Source: an optimization exercise on an open RTL-to-GDS flow (aim: small area and a short achievable clock period). Production flows keep margins and buffers that such runs may drop. No functional check of the RTL was part of this run. The clock cells of this run come from the design's own scripts or RTL, not from TritonCTS. The flow treats the clock pin as an ideal source. Dropping or thinning the clock tree relies on that and would not hold on a real chip. Power is estimated from default activity; no workload was simulated.

$ cat flow/design.v
module alu_top(clk, a, b, op, out, carry_out, over_flow, zero);
input clk;
input [31:0] a, b;
input [2:0] op;
output reg [31:0] out;
output reg carry_out, over_flow, zero;
reg [31:0] a_r, b_r;
reg [2:0] op_r;
wire [31:0] alu_out;
wire alu_carry_out, alu_over_flow, alu_zero;
ALU alu_core(a_r, b_r, op_r, alu_out, alu_carry_out, alu_over_flow, alu_zero);
always @(posedge clk) begin
	a_r <= a;
	b_r <= b;
	op_r <= op;
	out <= alu_out;
	carry_out <= alu_carry_out;
	over_flow <= alu_over_flow;
	zero <= alu_zero;
end
endmodule

module lf_andn(a, b, y);
input a, b;
output y;
assign y = ~a & b;
endmodule
module lf_aoi21(a, b, c, y);
input a, b, c;
output y;
assign y = ~((a & b) | c);
endmodule
module lf_inv(a, y);
input a;
output y;
assign y = ~a;
endmodule
module lf_mux2(s, a, b, y);
input s, a, b;
output y;
assign y = s ? b : a;
endmodule
module lf_mux2i(s, a, b, y);
input s, a, b;
output y;
assign y = ~(s ? b : a);
endmodule
module lf_nand2(a, b, y);
input a, b;
output y;
assign y = ~(a & b);
endmodule
module lf_nand4(a, b, c, d, y);
input a, b, c, d;
output y;
assign y = ~(a & b & c & d);
endmodule
module lf_nor2(a, b, y);
input a, b;
output y;
assign y = ~(a | b);
endmodule
module lf_nor4(a, b, c, d, y);
input a, b, c, d;
output y;
assign y = ~(a | b | c | d);
endmodule
module lf_oai21(a, b, c, y);
input a, b, c;
output y;
assign y = ~((a | b) & c);
endmodule
module lf_oai22(a, b, c, d, y);
input a, b, c, d;
output y;
assign y = ~((a | b) & (c | d));
endmodule
module lf_xnor2(a, b, y);
input a, b;
output y;
assign y = ~(a ^ b);
endmodule
module lf_xor2(a, b, y);
input a, b;
output y;
assign y = a ^ b;
endmodule
module ALU(a, b, addr, out, carry_out, over_flow, zero);
input [31:0] a, b;
input [2:0] addr;
output [31:0] out;
output carry_out, over_flow, zero;
wire op3 = (addr == 3'd3);
wire bi  = (addr == 3'd1) | op3;             
wire inv = (addr == 3'd5) | (addr == 3'd6);  
wire ci  = bi | inv;                         
wire cin_n = ~ci;
wire epn = (addr == 3'd3) | (addr == 3'd4) | (addr == 3'd5);  
wire egn = ~addr[2];                                           
wire ec  = (addr == 3'd0) | (addr == 3'd1);
wire ecn = ~ec;
wire q_1;
wire q_2;
wire q_3;
wire q_4;
wire q_5;
wire q_6;
wire q_7;
wire q_8;
wire q_9;
wire q_10;
wire q_11;
wire q_12;
wire q_13;
wire q_14;
wire q_15;
wire q_16;
wire q_17;
wire q_18;
wire q_19;
wire q_20;
wire q_21;
wire q_22;
wire q_23;
wire q_24;
wire q_25;
wire q_26;
wire q_27;
wire q_28;
wire q_29;
wire q_30;
wire q_31;
wire q_32;
wire bi_33;
wire bi_34;
wire pn_35;
wire pn_36;
wire pn_37;
wire pn_38;
wire pn_39;
wire pn_40;
wire pn_41;
wire pn_42;
wire pn_43;
wire pn_44;
wire pn_45;
wire pn_46;
wire pn_47;
wire pn_48;
wire pn_49;
wire pn_50;
wire pn_51;
wire pn_52;
wire pn_53;
wire pn_54;
wire pn_55;
wire pn_56;
wire pn_57;
wire pn_58;
wire pn_59;
wire pn_60;
wire pn_61;
wire pn_62;
wire pn_63;
wire pn_64;
wire pn_65;
wire pn_66;
wire gn_67;
wire gn_68;
wire gn_69;
wire gn_70;
wire gn_71;
wire gn_72;
wire gn_73;
wire gn_74;
wire gn_75;
wire gn_76;
wire gn_77;
wire gn_78;
wire gn_79;
wire gn_80;
wire gn_81;
wire gn_82;
wire gn_83;
wire gn_84;
wire gn_85;
wire gn_86;
wire gn_87;
wire gn_88;
wire gn_89;
wire gn_90;
wire gn_91;
wire gn_92;
wire gn_93;
wire gn_94;
wire gn_95;
wire gn_96;
wire gn_97;
wire gn_98;
wire G_99;
wire G_100;
wire G_101;
wire P_102;
wire G_103;
wire P_104;
wire G_105;
wire P_106;
wire G_107;
wire P_108;
wire G_109;
wire P_110;
wire G_111;
wire P_112;
wire G_113;
wire P_114;
wire G_115;
wire P_116;
wire G_117;
wire P_118;
wire G_119;
wire P_120;
wire G_121;
wire P_122;
wire G_123;
wire P_124;
wire G_125;
wire P_126;
wire G_127;
wire P_128;
wire G_129;
wire P_130;
wire G_131;
wire G_132;
wire P_133;
wire G_134;
wire P_135;
wire G_136;
wire P_137;
wire G_138;
wire P_139;
wire G_140;
wire P_141;
wire G_142;
wire P_143;
wire G_144;
wire P_145;
wire G_146;
wire G_147;
wire P_148;
wire G_149;
wire P_150;
wire G_151;
wire P_152;
wire G_153;
wire G_154;
wire P_155;
wire G_156;
wire i_157;
wire G_158;
wire i_159;
wire G_160;
wire G_161;
wire G_162;
wire i_163;
wire G_164;
wire G_165;
wire G_166;
wire i_167;
wire G_168;
wire G_169;
wire i_170;
wire G_171;
wire G_172;
wire i_173;
wire G_174;
wire G_175;
wire G_176;
wire i_177;
wire G_178;
wire G_179;
wire i_180;
wire G_181;
wire G_182;
wire G_183;
wire G_184;
wire i_185;
wire G_186;
wire G_187;
wire G_188;
wire G_189;
wire i_190;
wire G_191;
wire G_192;
wire L_193;
wire L_194;
wire kn_195;
wire M_196;
wire L_197;
wire k_198;
wire M_199;
wire L_200;
wire M_201;
wire L_202;
wire M_203;
wire L_204;
wire M_205;
wire L_206;
wire M_207;
wire L_208;
wire M_209;
wire L_210;
wire k_211;
wire M_212;
wire L_213;
wire M_214;
wire L_215;
wire kn_216;
wire M_217;
wire L_218;
wire M_219;
wire L_220;
wire M_221;
wire L_222;
wire M_223;
wire L_224;
wire M_225;
wire L_226;
wire M_227;
wire L_228;
wire kn_229;
wire M_230;
wire L_231;
wire k_232;
wire M_233;
wire L_234;
wire M_235;
wire L_236;
wire M_237;
wire L_238;
wire M_239;
wire L_240;
wire M_241;
wire L_242;
wire M_243;
wire L_244;
wire M_245;
wire L_246;
wire kn_247;
wire M_248;
wire L_249;
wire k_250;
wire M_251;
wire L_252;
wire M_253;
wire L_254;
wire M_255;
wire L_256;
wire M_257;
wire L_258;
wire M_259;
wire L_260;
wire M_261;
wire L_262;
wire M_263;
wire z_264;
wire z_265;
wire z_266;
wire z_267;
wire z_268;
wire z_269;
wire z_270;
wire z_271;
wire z_272;
wire z_273;
wire z_274;
wire z_275;
wire z_276;
wire z_277;
wire z_278;
wire z_279;
wire z_280;
wire z_281;
wire z_282;
wire z_283;
wire mb0;
wire c31 = G_192;
wire c32 = G_156;
wire p31 = ~pn_66;
wire k1 = (op3 & ~p31) | inv;
wire k0 = (op3 & p31) | inv;
wire m1 = (ec & ci) | k1;
wire m0 = (ec & ci) | k0;
assign carry_out = c32 ^ inv;
assign over_flow = c31 ^ c32;
  lf_xnor2 u0 (.a(a[0]), .b(b[0]), .y(q_1));
  lf_xnor2 u1 (.a(a[1]), .b(b[1]), .y(q_2));
  lf_xnor2 u2 (.a(a[2]), .b(b[2]), .y(q_3));
  lf_xnor2 u3 (.a(a[3]), .b(b[3]), .y(q_4));
  lf_xnor2 u4 (.a(a[4]), .b(b[4]), .y(q_5));
  lf_xnor2 u5 (.a(a[5]), .b(b[5]), .y(q_6));
  lf_xnor2 u6 (.a(a[6]), .b(b[6]), .y(q_7));
  lf_xnor2 u7 (.a(a[7]), .b(b[7]), .y(q_8));
  lf_xnor2 u8 (.a(a[8]), .b(b[8]), .y(q_9));
  lf_xnor2 u9 (.a(a[9]), .b(b[9]), .y(q_10));
  lf_xnor2 u10 (.a(a[10]), .b(b[10]), .y(q_11));
  lf_xnor2 u11 (.a(a[11]), .b(b[11]), .y(q_12));
  lf_xnor2 u12 (.a(a[12]), .b(b[12]), .y(q_13));
  lf_xnor2 u13 (.a(a[13]), .b(b[13]), .y(q_14));
  lf_xnor2 u14 (.a(a[14]), .b(b[14]), .y(q_15));
  lf_xnor2 u15 (.a(a[15]), .b(b[15]), .y(q_16));
  lf_xnor2 u16 (.a(a[16]), .b(b[16]), .y(q_17));
  lf_xnor2 u17 (.a(a[17]), .b(b[17]), .y(q_18));
  lf_xnor2 u18 (.a(a[18]), .b(b[18]), .y(q_19));
  lf_xnor2 u19 (.a(a[19]), .b(b[19]), .y(q_20));
  lf_xnor2 u20 (.a(a[20]), .b(b[20]), .y(q_21));
  lf_xnor2 u21 (.a(a[21]), .b(b[21]), .y(q_22));
  lf_xnor2 u22 (.a(a[22]), .b(b[22]), .y(q_23));
  lf_xnor2 u23 (.a(a[23]), .b(b[23]), .y(q_24));
  lf_xnor2 u24 (.a(a[24]), .b(b[24]), .y(q_25));
  lf_xnor2 u25 (.a(a[25]), .b(b[25]), .y(q_26));
  lf_xnor2 u26 (.a(a[26]), .b(b[26]), .y(q_27));
  lf_xnor2 u27 (.a(a[27]), .b(b[27]), .y(q_28));
  lf_xnor2 u28 (.a(a[28]), .b(b[28]), .y(q_29));
  lf_xnor2 u29 (.a(a[29]), .b(b[29]), .y(q_30));
  lf_xnor2 u30 (.a(a[30]), .b(b[30]), .y(q_31));
  lf_xnor2 u31 (.a(a[31]), .b(b[31]), .y(q_32));
  lf_andn u32 (.a(addr[2]), .b(addr[0]), .y(bi_33));
  lf_andn u33 (.a(addr[2]), .b(addr[0]), .y(bi_34));
  lf_xor2 u34 (.a(q_1), .b(bi_33), .y(pn_35));
  lf_xor2 u35 (.a(q_2), .b(bi_33), .y(pn_36));
  lf_xor2 u36 (.a(q_3), .b(bi_33), .y(pn_37));
  lf_xor2 u37 (.a(q_4), .b(bi_33), .y(pn_38));
  lf_xor2 u38 (.a(q_5), .b(bi_33), .y(pn_39));
  lf_xor2 u39 (.a(q_6), .b(bi_33), .y(pn_40));
  lf_xor2 u40 (.a(q_7), .b(bi_33), .y(pn_41));
  lf_xor2 u41 (.a(q_8), .b(bi_33), .y(pn_42));
  lf_xor2 u42 (.a(q_9), .b(bi_33), .y(pn_43));
  lf_xor2 u43 (.a(q_10), .b(bi_33), .y(pn_44));
  lf_xor2 u44 (.a(q_11), .b(bi_33), .y(pn_45));
  lf_xor2 u45 (.a(q_12), .b(bi_33), .y(pn_46));
  lf_xor2 u46 (.a(q_13), .b(bi_33), .y(pn_47));
  lf_xor2 u47 (.a(q_14), .b(bi_33), .y(pn_48));
  lf_xor2 u48 (.a(q_15), .b(bi_33), .y(pn_49));
  lf_xor2 u49 (.a(q_16), .b(bi_33), .y(pn_50));
  lf_xor2 u50 (.a(q_17), .b(bi_34), .y(pn_51));
  lf_xor2 u51 (.a(q_18), .b(bi_34), .y(pn_52));
  lf_xor2 u52 (.a(q_19), .b(bi_34), .y(pn_53));
  lf_xor2 u53 (.a(q_20), .b(bi_34), .y(pn_54));
  lf_xor2 u54 (.a(q_21), .b(bi_34), .y(pn_55));
  lf_xor2 u55 (.a(q_22), .b(bi_34), .y(pn_56));
  lf_xor2 u56 (.a(q_23), .b(bi_34), .y(pn_57));
  lf_xor2 u57 (.a(q_24), .b(bi_34), .y(pn_58));
  lf_xor2 u58 (.a(q_25), .b(bi_34), .y(pn_59));
  lf_xor2 u59 (.a(q_26), .b(bi_34), .y(pn_60));
  lf_xor2 u60 (.a(q_27), .b(bi_34), .y(pn_61));
  lf_xor2 u61 (.a(q_28), .b(bi_34), .y(pn_62));
  lf_xor2 u62 (.a(q_29), .b(bi_34), .y(pn_63));
  lf_xor2 u63 (.a(q_30), .b(bi_34), .y(pn_64));
  lf_xor2 u64 (.a(q_31), .b(bi_34), .y(pn_65));
  lf_xor2 u65 (.a(q_32), .b(bi_34), .y(pn_66));
  lf_nand2 u66 (.a(a[0]), .b(pn_35), .y(gn_67));
  lf_nand2 u67 (.a(a[1]), .b(pn_36), .y(gn_68));
  lf_nand2 u68 (.a(a[2]), .b(pn_37), .y(gn_69));
  lf_nand2 u69 (.a(a[3]), .b(pn_38), .y(gn_70));
  lf_nand2 u70 (.a(a[4]), .b(pn_39), .y(gn_71));
  lf_nand2 u71 (.a(a[5]), .b(pn_40), .y(gn_72));
  lf_nand2 u72 (.a(a[6]), .b(pn_41), .y(gn_73));
  lf_nand2 u73 (.a(a[7]), .b(pn_42), .y(gn_74));
  lf_nand2 u74 (.a(a[8]), .b(pn_43), .y(gn_75));
  lf_nand2 u75 (.a(a[9]), .b(pn_44), .y(gn_76));
  lf_nand2 u76 (.a(a[10]), .b(pn_45), .y(gn_77));
  lf_nand2 u77 (.a(a[11]), .b(pn_46), .y(gn_78));
  lf_nand2 u78 (.a(a[12]), .b(pn_47), .y(gn_79));
  lf_nand2 u79 (.a(a[13]), .b(pn_48), .y(gn_80));
  lf_nand2 u80 (.a(a[14]), .b(pn_49), .y(gn_81));
  lf_nand2 u81 (.a(a[15]), .b(pn_50), .y(gn_82));
  lf_nand2 u82 (.a(a[16]), .b(pn_51), .y(gn_83));
  lf_nand2 u83 (.a(a[17]), .b(pn_52), .y(gn_84));
  lf_nand2 u84 (.a(a[18]), .b(pn_53), .y(gn_85));
  lf_nand2 u85 (.a(a[19]), .b(pn_54), .y(gn_86));
  lf_nand2 u86 (.a(a[20]), .b(pn_55), .y(gn_87));
  lf_nand2 u87 (.a(a[21]), .b(pn_56), .y(gn_88));
  lf_nand2 u88 (.a(a[22]), .b(pn_57), .y(gn_89));
  lf_nand2 u89 (.a(a[23]), .b(pn_58), .y(gn_90));
  lf_nand2 u90 (.a(a[24]), .b(pn_59), .y(gn_91));
  lf_nand2 u91 (.a(a[25]), .b(pn_60), .y(gn_92));
  lf_nand2 u92 (.a(a[26]), .b(pn_61), .y(gn_93));
  lf_nand2 u93 (.a(a[27]), .b(pn_62), .y(gn_94));
  lf_nand2 u94 (.a(a[28]), .b(pn_63), .y(gn_95));
  lf_nand2 u95 (.a(a[29]), .b(pn_64), .y(gn_96));
  lf_nand2 u96 (.a(a[30]), .b(pn_65), .y(gn_97));
  lf_nand2 u97 (.a(a[31]), .b(pn_66), .y(gn_98));
  lf_mux2i u98 (.s(pn_35), .a(ci), .b(a[0]), .y(G_99));
  lf_oai21 u99 (.a(pn_36), .b(G_99), .c(gn_68), .y(G_100));
  lf_oai21 u100 (.a(pn_38), .b(gn_69), .c(gn_70), .y(G_101));
  lf_nor2 u101 (.a(pn_38), .b(pn_37), .y(P_102));
  lf_oai21 u102 (.a(pn_40), .b(gn_71), .c(gn_72), .y(G_103));
  lf_nor2 u103 (.a(pn_40), .b(pn_39), .y(P_104));
  lf_oai21 u104 (.a(pn_42), .b(gn_73), .c(gn_74), .y(G_105));
  lf_nor2 u105 (.a(pn_42), .b(pn_41), .y(P_106));
  lf_oai21 u106 (.a(pn_44), .b(gn_75), .c(gn_76), .y(G_107));
  lf_nor2 u107 (.a(pn_44), .b(pn_43), .y(P_108));
  lf_oai21 u108 (.a(pn_46), .b(gn_77), .c(gn_78), .y(G_109));
  lf_nor2 u109 (.a(pn_46), .b(pn_45), .y(P_110));
  lf_oai21 u110 (.a(pn_48), .b(gn_79), .c(gn_80), .y(G_111));
  lf_nor2 u111 (.a(pn_48), .b(pn_47), .y(P_112));
  lf_oai21 u112 (.a(pn_50), .b(gn_81), .c(gn_82), .y(G_113));
  lf_nor2 u113 (.a(pn_50), .b(pn_49), .y(P_114));
  lf_oai21 u114 (.a(pn_52), .b(gn_83), .c(gn_84), .y(G_115));
  lf_nor2 u115 (.a(pn_52), .b(pn_51), .y(P_116));
  lf_oai21 u116 (.a(pn_54), .b(gn_85), .c(gn_86), .y(G_117));
  lf_nor2 u117 (.a(pn_54), .b(pn_53), .y(P_118));
  lf_oai21 u118 (.a(pn_56), .b(gn_87), .c(gn_88), .y(G_119));
  lf_nor2 u119 (.a(pn_56), .b(pn_55), .y(P_120));
  lf_oai21 u120 (.a(pn_58), .b(gn_89), .c(gn_90), .y(G_121));
  lf_nor2 u121 (.a(pn_58), .b(pn_57), .y(P_122));
  lf_oai21 u122 (.a(pn_60), .b(gn_91), .c(gn_92), .y(G_123));
  lf_nor2 u123 (.a(pn_60), .b(pn_59), .y(P_124));
  lf_oai21 u124 (.a(pn_62), .b(gn_93), .c(gn_94), .y(G_125));
  lf_nor2 u125 (.a(pn_62), .b(pn_61), .y(P_126));
  lf_oai21 u126 (.a(pn_64), .b(gn_95), .c(gn_96), .y(G_127));
  lf_nor2 u127 (.a(pn_64), .b(pn_63), .y(P_128));
  lf_oai21 u128 (.a(pn_66), .b(gn_97), .c(gn_98), .y(G_129));
  lf_nor2 u129 (.a(pn_66), .b(pn_65), .y(P_130));
  lf_aoi21 u130 (.a(P_102), .b(G_100), .c(G_101), .y(G_131));
  lf_aoi21 u131 (.a(P_106), .b(G_103), .c(G_105), .y(G_132));
  lf_nand2 u132 (.a(P_106), .b(P_104), .y(P_133));
  lf_aoi21 u133 (.a(P_110), .b(G_107), .c(G_109), .y(G_134));
  lf_nand2 u134 (.a(P_110), .b(P_108), .y(P_135));
  lf_aoi21 u135 (.a(P_114), .b(G_111), .c(G_113), .y(G_136));
  lf_nand2 u136 (.a(P_114), .b(P_112), .y(P_137));
  lf_aoi21 u137 (.a(P_118), .b(G_115), .c(G_117), .y(G_138));
  lf_nand2 u138 (.a(P_118), .b(P_116), .y(P_139));
  lf_aoi21 u139 (.a(P_122), .b(G_119), .c(G_121), .y(G_140));
  lf_nand2 u140 (.a(P_122), .b(P_120), .y(P_141));
  lf_aoi21 u141 (.a(P_126), .b(G_123), .c(G_125), .y(G_142));
  lf_nand2 u142 (.a(P_126), .b(P_124), .y(P_143));
  lf_aoi21 u143 (.a(P_130), .b(G_127), .c(G_129), .y(G_144));
  lf_nand2 u144 (.a(P_130), .b(P_128), .y(P_145));
  lf_oai21 u145 (.a(P_133), .b(G_131), .c(G_132), .y(G_146));
  lf_oai21 u146 (.a(P_137), .b(G_134), .c(G_136), .y(G_147));
  lf_nor2 u147 (.a(P_137), .b(P_135), .y(P_148));
  lf_oai21 u148 (.a(P_141), .b(G_138), .c(G_140), .y(G_149));
  lf_nor2 u149 (.a(P_141), .b(P_139), .y(P_150));
  lf_oai21 u150 (.a(P_145), .b(G_142), .c(G_144), .y(G_151));
  lf_nor2 u151 (.a(P_145), .b(P_143), .y(P_152));
  lf_aoi21 u152 (.a(P_148), .b(G_146), .c(G_147), .y(G_153));
  lf_aoi21 u153 (.a(P_152), .b(G_149), .c(G_151), .y(G_154));
  lf_nand2 u154 (.a(P_152), .b(P_150), .y(P_155));
  lf_oai21 u155 (.a(P_155), .b(G_153), .c(G_154), .y(G_156));
  lf_inv u156 (.a(G_153), .y(i_157));
  lf_aoi21 u157 (.a(P_150), .b(i_157), .c(G_149), .y(G_158));
  lf_inv u158 (.a(G_146), .y(i_159));
  lf_oai21 u159 (.a(P_135), .b(i_159), .c(G_134), .y(G_160));
  lf_oai21 u160 (.a(P_139), .b(G_153), .c(G_138), .y(G_161));
  lf_oai21 u161 (.a(P_143), .b(G_158), .c(G_142), .y(G_162));
  lf_inv u162 (.a(G_131), .y(i_163));
  lf_aoi21 u163 (.a(P_104), .b(i_163), .c(G_103), .y(G_164));
  lf_aoi21 u164 (.a(P_108), .b(G_146), .c(G_107), .y(G_165));
  lf_aoi21 u165 (.a(P_112), .b(G_160), .c(G_111), .y(G_166));
  lf_inv u166 (.a(G_153), .y(i_167));
  lf_aoi21 u167 (.a(P_116), .b(i_167), .c(G_115), .y(G_168));
  lf_aoi21 u168 (.a(P_120), .b(G_161), .c(G_119), .y(G_169));
  lf_inv u169 (.a(G_158), .y(i_170));
  lf_aoi21 u170 (.a(P_124), .b(i_170), .c(G_123), .y(G_171));
  lf_aoi21 u171 (.a(P_128), .b(G_162), .c(G_127), .y(G_172));
  lf_inv u172 (.a(G_100), .y(i_173));
  lf_oai21 u173 (.a(pn_37), .b(i_173), .c(gn_69), .y(G_174));
  lf_oai21 u174 (.a(pn_39), .b(G_131), .c(gn_71), .y(G_175));
  lf_oai21 u175 (.a(pn_41), .b(G_164), .c(gn_73), .y(G_176));
  lf_inv u176 (.a(G_146), .y(i_177));
  lf_oai21 u177 (.a(pn_43), .b(i_177), .c(gn_75), .y(G_178));
  lf_oai21 u178 (.a(pn_45), .b(G_165), .c(gn_77), .y(G_179));
  lf_inv u179 (.a(G_160), .y(i_180));
  lf_oai21 u180 (.a(pn_47), .b(i_180), .c(gn_79), .y(G_181));
  lf_oai21 u181 (.a(pn_49), .b(G_166), .c(gn_81), .y(G_182));
  lf_oai21 u182 (.a(pn_51), .b(G_153), .c(gn_83), .y(G_183));
  lf_oai21 u183 (.a(pn_53), .b(G_168), .c(gn_85), .y(G_184));
  lf_inv u184 (.a(G_161), .y(i_185));
  lf_oai21 u185 (.a(pn_55), .b(i_185), .c(gn_87), .y(G_186));
  lf_oai21 u186 (.a(pn_57), .b(G_169), .c(gn_89), .y(G_187));
  lf_oai21 u187 (.a(pn_59), .b(G_158), .c(gn_91), .y(G_188));
  lf_oai21 u188 (.a(pn_61), .b(G_171), .c(gn_93), .y(G_189));
  lf_inv u189 (.a(G_162), .y(i_190));
  lf_oai21 u190 (.a(pn_63), .b(i_190), .c(gn_95), .y(G_191));
  lf_oai21 u191 (.a(pn_65), .b(G_172), .c(gn_97), .y(G_192));
  lf_oai22 u192 (.a(pn_35), .b(epn), .c(gn_67), .d(egn), .y(L_193));
  lf_xor2 u193 (.a(L_193), .b(mb0), .y(out[0]));
  lf_oai22 u194 (.a(pn_36), .b(epn), .c(gn_68), .d(egn), .y(L_194));
  lf_mux2i u195 (.s(G_156), .a(k0), .b(k1), .y(kn_195));
  lf_oai21 u196 (.a(G_99), .b(ecn), .c(kn_195), .y(M_196));
  lf_xor2 u197 (.a(L_194), .b(M_196), .y(out[1]));
  lf_oai22 u198 (.a(pn_37), .b(epn), .c(gn_69), .d(egn), .y(L_197));
  lf_mux2 u199 (.s(G_156), .a(k0), .b(k1), .y(k_198));
  lf_aoi21 u200 (.a(G_100), .b(ec), .c(k_198), .y(M_199));
  lf_xnor2 u201 (.a(L_197), .b(M_199), .y(out[2]));
  lf_oai22 u202 (.a(pn_38), .b(epn), .c(gn_70), .d(egn), .y(L_200));
  lf_aoi21 u203 (.a(G_174), .b(ec), .c(k_198), .y(M_201));
  lf_xnor2 u204 (.a(L_200), .b(M_201), .y(out[3]));
  lf_oai22 u205 (.a(pn_39), .b(epn), .c(gn_71), .d(egn), .y(L_202));
  lf_oai21 u206 (.a(G_131), .b(ecn), .c(kn_195), .y(M_203));
  lf_xor2 u207 (.a(L_202), .b(M_203), .y(out[4]));
  lf_oai22 u208 (.a(pn_40), .b(epn), .c(gn_72), .d(egn), .y(L_204));
  lf_aoi21 u209 (.a(G_175), .b(ec), .c(k_198), .y(M_205));
  lf_xnor2 u210 (.a(L_204), .b(M_205), .y(out[5]));
  lf_oai22 u211 (.a(pn_41), .b(epn), .c(gn_73), .d(egn), .y(L_206));
  lf_oai21 u212 (.a(G_164), .b(ecn), .c(kn_195), .y(M_207));
  lf_xor2 u213 (.a(L_206), .b(M_207), .y(out[6]));
  lf_oai22 u214 (.a(pn_42), .b(epn), .c(gn_74), .d(egn), .y(L_208));
  lf_aoi21 u215 (.a(G_176), .b(ec), .c(k_198), .y(M_209));
  lf_xnor2 u216 (.a(L_208), .b(M_209), .y(out[7]));
  lf_oai22 u217 (.a(pn_43), .b(epn), .c(gn_75), .d(egn), .y(L_210));
  lf_mux2 u218 (.s(G_156), .a(k0), .b(k1), .y(k_211));
  lf_aoi21 u219 (.a(G_146), .b(ec), .c(k_211), .y(M_212));
  lf_xnor2 u220 (.a(L_210), .b(M_212), .y(out[8]));
  lf_oai22 u221 (.a(pn_44), .b(epn), .c(gn_76), .d(egn), .y(L_213));
  lf_aoi21 u222 (.a(G_178), .b(ec), .c(k_211), .y(M_214));
  lf_xnor2 u223 (.a(L_213), .b(M_214), .y(out[9]));
  lf_oai22 u224 (.a(pn_45), .b(epn), .c(gn_77), .d(egn), .y(L_215));
  lf_mux2i u225 (.s(G_156), .a(k0), .b(k1), .y(kn_216));
  lf_oai21 u226 (.a(G_165), .b(ecn), .c(kn_216), .y(M_217));
  lf_xor2 u227 (.a(L_215), .b(M_217), .y(out[10]));
  lf_oai22 u228 (.a(pn_46), .b(epn), .c(gn_78), .d(egn), .y(L_218));
  lf_aoi21 u229 (.a(G_179), .b(ec), .c(k_211), .y(M_219));
  lf_xnor2 u230 (.a(L_218), .b(M_219), .y(out[11]));
  lf_oai22 u231 (.a(pn_47), .b(epn), .c(gn_79), .d(egn), .y(L_220));
  lf_aoi21 u232 (.a(G_160), .b(ec), .c(k_211), .y(M_221));
  lf_xnor2 u233 (.a(L_220), .b(M_221), .y(out[12]));
  lf_oai22 u234 (.a(pn_48), .b(epn), .c(gn_80), .d(egn), .y(L_222));
  lf_aoi21 u235 (.a(G_181), .b(ec), .c(k_211), .y(M_223));
  lf_xnor2 u236 (.a(L_222), .b(M_223), .y(out[13]));
  lf_oai22 u237 (.a(pn_49), .b(epn), .c(gn_81), .d(egn), .y(L_224));
  lf_oai21 u238 (.a(G_166), .b(ecn), .c(kn_216), .y(M_225));
  lf_xor2 u239 (.a(L_224), .b(M_225), .y(out[14]));
  lf_oai22 u240 (.a(pn_50), .b(epn), .c(gn_82), .d(egn), .y(L_226));
  lf_aoi21 u241 (.a(G_182), .b(ec), .c(k_211), .y(M_227));
  lf_xnor2 u242 (.a(L_226), .b(M_227), .y(out[15]));
  lf_oai22 u243 (.a(pn_51), .b(epn), .c(gn_83), .d(egn), .y(L_228));
  lf_mux2i u244 (.s(G_156), .a(k0), .b(k1), .y(kn_229));
  lf_oai21 u245 (.a(G_153), .b(ecn), .c(kn_229), .y(M_230));
  lf_xor2 u246 (.a(L_228), .b(M_230), .y(out[16]));
  lf_oai22 u247 (.a(pn_52), .b(epn), .c(gn_84), .d(egn), .y(L_231));
  lf_mux2 u248 (.s(G_156), .a(k0), .b(k1), .y(k_232));
  lf_aoi21 u249 (.a(G_183), .b(ec), .c(k_232), .y(M_233));
  lf_xnor2 u250 (.a(L_231), .b(M_233), .y(out[17]));
  lf_oai22 u251 (.a(pn_53), .b(epn), .c(gn_85), .d(egn), .y(L_234));
  lf_oai21 u252 (.a(G_168), .b(ecn), .c(kn_229), .y(M_235));
  lf_xor2 u253 (.a(L_234), .b(M_235), .y(out[18]));
  lf_oai22 u254 (.a(pn_54), .b(epn), .c(gn_86), .d(egn), .y(L_236));
  lf_aoi21 u255 (.a(G_184), .b(ec), .c(k_232), .y(M_237));
  lf_xnor2 u256 (.a(L_236), .b(M_237), .y(out[19]));
  lf_oai22 u257 (.a(pn_55), .b(epn), .c(gn_87), .d(egn), .y(L_238));
  lf_aoi21 u258 (.a(G_161), .b(ec), .c(k_232), .y(M_239));
  lf_xnor2 u259 (.a(L_238), .b(M_239), .y(out[20]));
  lf_oai22 u260 (.a(pn_56), .b(epn), .c(gn_88), .d(egn), .y(L_240));
  lf_aoi21 u261 (.a(G_186), .b(ec), .c(k_232), .y(M_241));
  lf_xnor2 u262 (.a(L_240), .b(M_241), .y(out[21]));
  lf_oai22 u263 (.a(pn_57), .b(epn), .c(gn_89), .d(egn), .y(L_242));
  lf_oai21 u264 (.a(G_169), .b(ecn), .c(kn_229), .y(M_243));
  lf_xor2 u265 (.a(L_242), .b(M_243), .y(out[22]));
  lf_oai22 u266 (.a(pn_58), .b(epn), .c(gn_90), .d(egn), .y(L_244));
  lf_aoi21 u267 (.a(G_187), .b(ec), .c(k_232), .y(M_245));
  lf_xnor2 u268 (.a(L_244), .b(M_245), .y(out[23]));
  lf_oai22 u269 (.a(pn_59), .b(epn), .c(gn_91), .d(egn), .y(L_246));
  lf_mux2i u270 (.s(G_156), .a(k0), .b(k1), .y(kn_247));
  lf_oai21 u271 (.a(G_158), .b(ecn), .c(kn_247), .y(M_248));
  lf_xor2 u272 (.a(L_246), .b(M_248), .y(out[24]));
  lf_oai22 u273 (.a(pn_60), .b(epn), .c(gn_92), .d(egn), .y(L_249));
  lf_mux2 u274 (.s(G_156), .a(k0), .b(k1), .y(k_250));
  lf_aoi21 u275 (.a(G_188), .b(ec), .c(k_250), .y(M_251));
  lf_xnor2 u276 (.a(L_249), .b(M_251), .y(out[25]));
  lf_oai22 u277 (.a(pn_61), .b(epn), .c(gn_93), .d(egn), .y(L_252));
  lf_oai21 u278 (.a(G_171), .b(ecn), .c(kn_247), .y(M_253));
  lf_xor2 u279 (.a(L_252), .b(M_253), .y(out[26]));
  lf_oai22 u280 (.a(pn_62), .b(epn), .c(gn_94), .d(egn), .y(L_254));
  lf_aoi21 u281 (.a(G_189), .b(ec), .c(k_250), .y(M_255));
  lf_xnor2 u282 (.a(L_254), .b(M_255), .y(out[27]));
  lf_oai22 u283 (.a(pn_63), .b(epn), .c(gn_95), .d(egn), .y(L_256));
  lf_aoi21 u284 (.a(G_162), .b(ec), .c(k_250), .y(M_257));
  lf_xnor2 u285 (.a(L_256), .b(M_257), .y(out[28]));
  lf_oai22 u286 (.a(pn_64), .b(epn), .c(gn_96), .d(egn), .y(L_258));
  lf_aoi21 u287 (.a(G_191), .b(ec), .c(k_250), .y(M_259));
  lf_xnor2 u288 (.a(L_258), .b(M_259), .y(out[29]));
  lf_oai22 u289 (.a(pn_65), .b(epn), .c(gn_97), .d(egn), .y(L_260));
  lf_oai21 u290 (.a(G_172), .b(ecn), .c(kn_247), .y(M_261));
  lf_xor2 u291 (.a(L_260), .b(M_261), .y(out[30]));
  lf_oai22 u292 (.a(pn_66), .b(epn), .c(gn_98), .d(egn), .y(L_262));
  lf_aoi21 u293 (.a(G_192), .b(ec), .c(k_250), .y(M_263));
  lf_xnor2 u294 (.a(L_262), .b(M_263), .y(out[31]));
  lf_nor2 u295 (.a(out[0]), .b(out[1]), .y(z_264));
  lf_nor2 u296 (.a(out[2]), .b(out[3]), .y(z_265));
  lf_nor2 u297 (.a(out[4]), .b(out[5]), .y(z_266));
  lf_nor2 u298 (.a(out[6]), .b(out[7]), .y(z_267));
  lf_nor2 u299 (.a(out[8]), .b(out[9]), .y(z_268));
  lf_nor2 u300 (.a(out[10]), .b(out[11]), .y(z_269));
  lf_nor2 u301 (.a(out[12]), .b(out[13]), .y(z_270));
  lf_nor2 u302 (.a(out[14]), .b(out[15]), .y(z_271));
  lf_nor2 u303 (.a(out[16]), .b(out[17]), .y(z_272));
  lf_nor2 u304 (.a(out[18]), .b(out[19]), .y(z_273));
  lf_nor2 u305 (.a(out[20]), .b(out[21]), .y(z_274));
  lf_nor2 u306 (.a(out[22]), .b(out[23]), .y(z_275));
  lf_nor2 u307 (.a(out[24]), .b(out[25]), .y(z_276));
  lf_nor2 u308 (.a(out[26]), .b(out[27]), .y(z_277));
  lf_nor2 u309 (.a(out[28]), .b(out[29]), .y(z_278));
  lf_nor2 u310 (.a(out[30]), .b(out[31]), .y(z_279));
  lf_nand4 u311 (.a(z_264), .b(z_265), .c(z_266), .d(z_267), .y(z_280));
  lf_nand4 u312 (.a(z_268), .b(z_269), .c(z_270), .d(z_271), .y(z_281));
  lf_nand4 u313 (.a(z_272), .b(z_273), .c(z_274), .d(z_275), .y(z_282));
  lf_nand4 u314 (.a(z_276), .b(z_277), .c(z_278), .d(z_279), .y(z_283));
  lf_nor4 u315 (.a(z_280), .b(z_281), .c(z_282), .d(z_283), .y(zero));
lf_mux2 um (.s(c32), .a(m0), .b(m1), .y(mb0));   
endmodule
$ cat flow/flow/run.sh
#!/bin/bash
# The standard layout (standard.sh) with these changes to how it is made:
#  - the port buffers are sky130 buf_1 rather than the resizer's default pick;
#  - before floorplanning every combinational cell is set to drive strength 1
#    (flow/downsize.tcl), so only the resizer's timing repair sizes cells up;
#  - the timing repair aims at a setup slack margin of SETUP_MARGIN ns;
#  - the clock port drives MCTS_K buffers that each drive the flip-flops of
#    one region (flow/cts_hook.tcl), instead of TritonCTS's two-level tree.
# Each tool's output goes to ORFS's own per-step logs under orfs/logs; make's
# output goes to standard.log.
export BUFFER_PORTS_ARGS="-buffer_cell sky130_fd_sc_hd__buf_1"
export SETUP_SLACK_MARGIN=${SETUP_MARGIN:-10.8}
export PRE_FLOORPLAN_TCL=$PWD/flow/downsize.tcl
export MCTS_K=${MCTS_K:-4}
export MCTS_CELL=${MCTS_CELL:-sky130_fd_sc_hd__buf_12}
export PRE_CTS_TCL=$PWD/flow/cts_hook.tcl
bash standard.sh > standard.log 2>&1
$ cat flow/flow/cts_hook.tcl
# Clock distribution with one level of buffers: the clock port drives
# K buffer cells, each driving the flip-flops of one region of the
# core (the flip-flops split into K groups of equal size by position).
proc manual_cts {K {cell sky130_fd_sc_hd__clkbuf_16}} {
  set block [ord::get_db_block]
  set clknet [$block findNet clk]
  set master [[ord::get_db] findMaster $cell]
  set sinks {}
  foreach it [$clknet getITerms] {
    set inst [$it getInst]
    set xy [$inst getLocation]
    lappend sinks [list $it [lindex $xy 0] [lindex $xy 1]]
  }
  # split along the longer side of the sinks' bounding box
  set xs [lsort -integer [lmap s $sinks {lindex $s 1}]]
  set ys [lsort -integer [lmap s $sinks {lindex $s 2}]]
  set idx [expr {([lindex $xs end] - [lindex $xs 0]) >= ([lindex $ys end] - [lindex $ys 0]) ? 1 : 2}]
  set sinks [lsort -integer -index $idx $sinks]
  set n [llength $sinks]
  for {set g 0} {$g < $K} {incr g} {
    set lo [expr {$g * $n / $K}]
    set hi [expr {($g + 1) * $n / $K - 1}]
    set grp [lrange $sinks $lo $hi]
    set inst [odb::dbInst_create $block $master "clkbuf_m_$g"]
    set net [odb::dbNet_create $block "clk_m_$g"]
    $net setSigType CLOCK
    [$inst findITerm A] connect $clknet
    [$inst findITerm X] connect $net
    set sx 0; set sy 0
    foreach s $grp {
      set it [lindex $s 0]
      $it disconnect
      $it connect $net
      incr sx [lindex $s 1]; incr sy [lindex $s 2]
    }
    set m [llength $grp]
    $inst setLocation [expr {$sx / $m}] [expr {$sy / $m}]
    $inst setPlacementStatus PLACED
  }
}

# Used as the PRE_CTS hook of the standard flow: build the one-level clock
# distribution here, then let cts.tcl go on (detailed placement, timing
# repair) with TritonCTS's own tree building turned into a no-op.
manual_cts $::env(MCTS_K) $::env(MCTS_CELL)
set_propagated_clock [all_clocks]
rename clock_tree_synthesis tritoncts_clock_tree_synthesis
proc clock_tree_synthesis {args} {
  puts "cts_hook.tcl: clock_tree_synthesis skipped (one-level clock buffers built in the PRE_CTS hook)"
}
$ cat flow/flow/downsize.tcl
# Start placement from the smallest drive of every combinational cell that
# synthesis sized up; the timing repair later in the flow sizes up again only
# the cells on paths that need it. Flip-flops are left as synthesis made them.
set db [ord::get_db]
set n 0
foreach inst [[ord::get_db_block] getInsts] {
  set m [[$inst getMaster] getName]
  if {[regexp {^(sky130_fd_sc_hd__([a-z0-9]+))_([0-9]+)$} $m -> base kind sz] && $sz > 1
      && ![string match df* $kind] && ![string match sdf* $kind] && ![string match dl* $kind]} {
    set nm [$db findMaster ${base}_1]
    if {$nm ne "NULL"} {
      $inst swapMaster $nm
      incr n
    }
  }
}
puts "downsize.tcl: $n cells set to drive strength 1"
$ cat flow/standard.sh
#!/bin/bash
# synth_recipe.tcl (not shown) runs the flow's synth.tcl, then flattens the netlist and writes it again
# the make line also repeats each setting of config.mk as NAME=value (left out here)
make -C /OpenROAD-flow-scripts/flow DESIGN_CONFIG=/design/flow/config.mk WORK_HOME=/design/flow/orfs CLKGATE_MAP_FILE= SYNTH_SCRIPT=/design/flow/synth_recipe.tcl "${@:-finish}"
$ cat flow/config.mk
export PLATFORM = sky130hd
export DESIGN_NAME = alu_top
export DESIGN_NICKNAME = alu_top
export VERILOG_FILES = /design/flow/design.v
export SDC_FILE = /design/flow/constraint.sdc
export NUM_CORES = 4
export LEC_CHECK = 0
export CAP_MARGIN = 20
export CORE_MARGIN = 2
export CORE_UTILIZATION = 40
export SLEW_MARGIN = 20
export SYNTH_HIERARCHICAL = 1
$ cat flow/constraint.sdc
create_clock -name core_clock -period 14.5 [get_ports {clk}]
set_input_delay 2.9000 -clock core_clock [delete_from_list [all_inputs] [get_ports {clk}]]
set_output_delay 2.9000 -clock core_clock [all_outputs]
set_load 0.01 [all_outputs]
==> flow_summary.ini <==
[run_status]
status = no timing/DRC/antenna violations

[sta]
tns_ns = 0
fin_crit_sh_pct = 24.7
hold_ws_ns = 0.666
max_slew_margin_pct = 46.7
finalHoldViolations = 0
max_clock_freq_mhz = 279
drv_slew = 0
layout_min_cycle_time_ns = 3.58
rsz0062_at_grt = false
layout_setup_ws_ns = 10.92
max_slew.worst_pin.slew_ns = 0.792
finalSetupViolations = 0
clock_skew_ns = 0.0108

[worst_setup_path]
max_stage_delay_ns = 0.38
crit_fanout = 1
critPathSlowestCell = dfxtp_1
critical_path.startpoint_type = flip-flop
worstSetupEndpointType = output pin
cp.required_ns = 11.60
arrival_ns = 0.68
crit_type = reg2out
critPathBufInv = 1
critPathTopFamily = flip-flops
crit_chain = buf_1

[layout]
final-instance-count-excl-fill = 691
drive_above_1_share_pct = 7.89
n_antenna_cell = 0
n_fill_cell = 972
nNetsFinal = 628

[drt]
ant_nets = 0
drc = 0
wl_per_cell_um = 13.1
drt_pass1_iterations = 4
vias = 3383
wl_mm = 9.04
drt_iter0_drc = 167
viasPerCell = 4.90

[die]
start_util_pct = 41.7
dieArea_um2 = 11100
core_um2 = 9860
ios = 103
num_rows = 36
dieWidth_um = 105
die_y_um = 105

[run]
maxCapViolCount = 0

[place]
place_inst = 674
place_ws_ns = 9.97
gp_congestion = 0.863
portBuffers = 102
hpwl_mm = 6.67

[clocking]
cts.clk_slew.worst_paths_ns = 0.10
cts_hold_buf = 0
clock_latency_ns = 0.14

[hold_path]
hp-class = reg2reg

[power_and_ir_drop]
total_leakage_power_nw = 1.96
p_switching_mw = 0.233
swShare_pct = 33.1
power.total_mw = 0.703
pwr-share-clk_pct = 15.9
intPower_mw = 0.470
powerDensity_nw_per_um2 = 138
p_seq_share_pct = 49.3
comb_power_share_pct = 34.8
ir_drop_uv = 61.4

[logic_synthesis]
yosys_warnings = 7
synth_cells = 439
syn_nets = 507

[global_routing]
antenna_found_initial = 0
grt_max_degree = 34
track_usage_pct = 15.3
overflow = 0
grt_pass1_vias = 3242
grt_pass1_wl_mm = 14.5
==> layout by cell type, fill, tap and decap left out, types with 12 or more instances in the layout <==
cell type / count
a21oi_1: 33
xor2_2: 12
dfxtp_1: 100
xnor2_1: 54
nor2_1: 35
inv_1: 12
o22ai_1: 32
buf_1: 102
xor2_1: 34
o21ai_1: 46
nand2_1: 44
==> timing repair <==
action / CTS / global route
endpoints found under the setup margin: 34 / 1
pin swaps: 2 / 5
resized for setup: 9 / 20
setup buffers: 8 / 4
cloned: 0 / 0
==> metal layers <==
| layer | GRT usage [%] | wire (um) | up-vias |
|---|---|---|---|
| met1 | 20.3 | 3990 | 1541 |
| met5 | 0 | 0 | - |
| met3 | 0.989 | 474 | 11 |
| met4 | 2.95 | 157 | 0 |
| li1 | - | - | 1730 |
| met2 | 27.5 | 4420 | 101 |
==> stage by stage <==
| stage | cell area, um^2 | utilization, % |
|---|---|---|
| final | 5090 | 51.6 |
| after floorplan | 4120 | - |
| after CTS | 4910 | 49.7 |
| after global placement | 4680 | 47.4 |
| after detailed placement | 4680 | 47.4 |
| after global routing | 5090 | 51.6 |
==> power groups by stage <==
stage                     Combinational [mW]  Clock, mW  Sequential, mW
after detailed placement               0.221          0           0.354
after global placement                 0.219          0           0.355
final                                  0.244      0.112           0.347
after global routing                   0.270      0.127           0.351
after floorplan                        0.137          0           0.370
after CTS                              0.233      0.116           0.348
==> layout make-up <==
cell class / instances / area, um^2 / share of cell area (%)
inverter: 12 / 45.0 / 0.885
multi-input combinational: 324 / 2180 / 42.9
timing repair buffer: 116 / 566 / 11.1
tap: 133 / 166 / 3.27
buffer: 4 / 80.1 / 1.57
sequential: 102 / 2050 / 40.2
==> sequential cells by signal, summed over array words and instances (netlist names) <==
| register | count |
|---|---|
| carry_out | 1 |
| over_flow | 1 |
| b_r | 32 |
| a_r | 32 |
| op_r | 3 |
| zero | 1 |
| out | 32 |
==> final timing paths <==
path                            startpoint     end  slack (ns)  depth (start not counted)
worst min register to register      a_r[7]  out[7]        0.67                          3
worst min-delay path                a_r[7]  out[7]        0.67                          3
worst max register to register     op_r[0]    zero       10.97                         16
worst max-delay path                  zero    zero       10.92                          1

==> port drivers added, routing unchanged <==
The flow's constraints put no driver on any port. The routed layout listed below was extracted and timed again, unchanged, in two steps.
Step 1, drivers: a clkbuf_16 drives clk and a buf_2 each remaining input, both assumed.
Step 2 adds t to the input delays and takes it off the output delays; t is the mean of the earliest and latest rising clock arrival at the registers after step 1. Input paths then give back, and output paths get back, about the clock's delay inside the block.
Slacks: ideal / step 1 / step 2; pairs: ideal / step 1.
shift t [ns]: 0.207
setup slack, ns: 10.922 / 10.845 / 10.967
hold WS [ns]: 0.666 / 0.666 / 0.666
worst setup path after step 2: register to register
After both steps setup and hold are still met in this run. For this run, drivers alone change the setup slack by -0.077 ns; drivers and shift together by +0.045 ns.
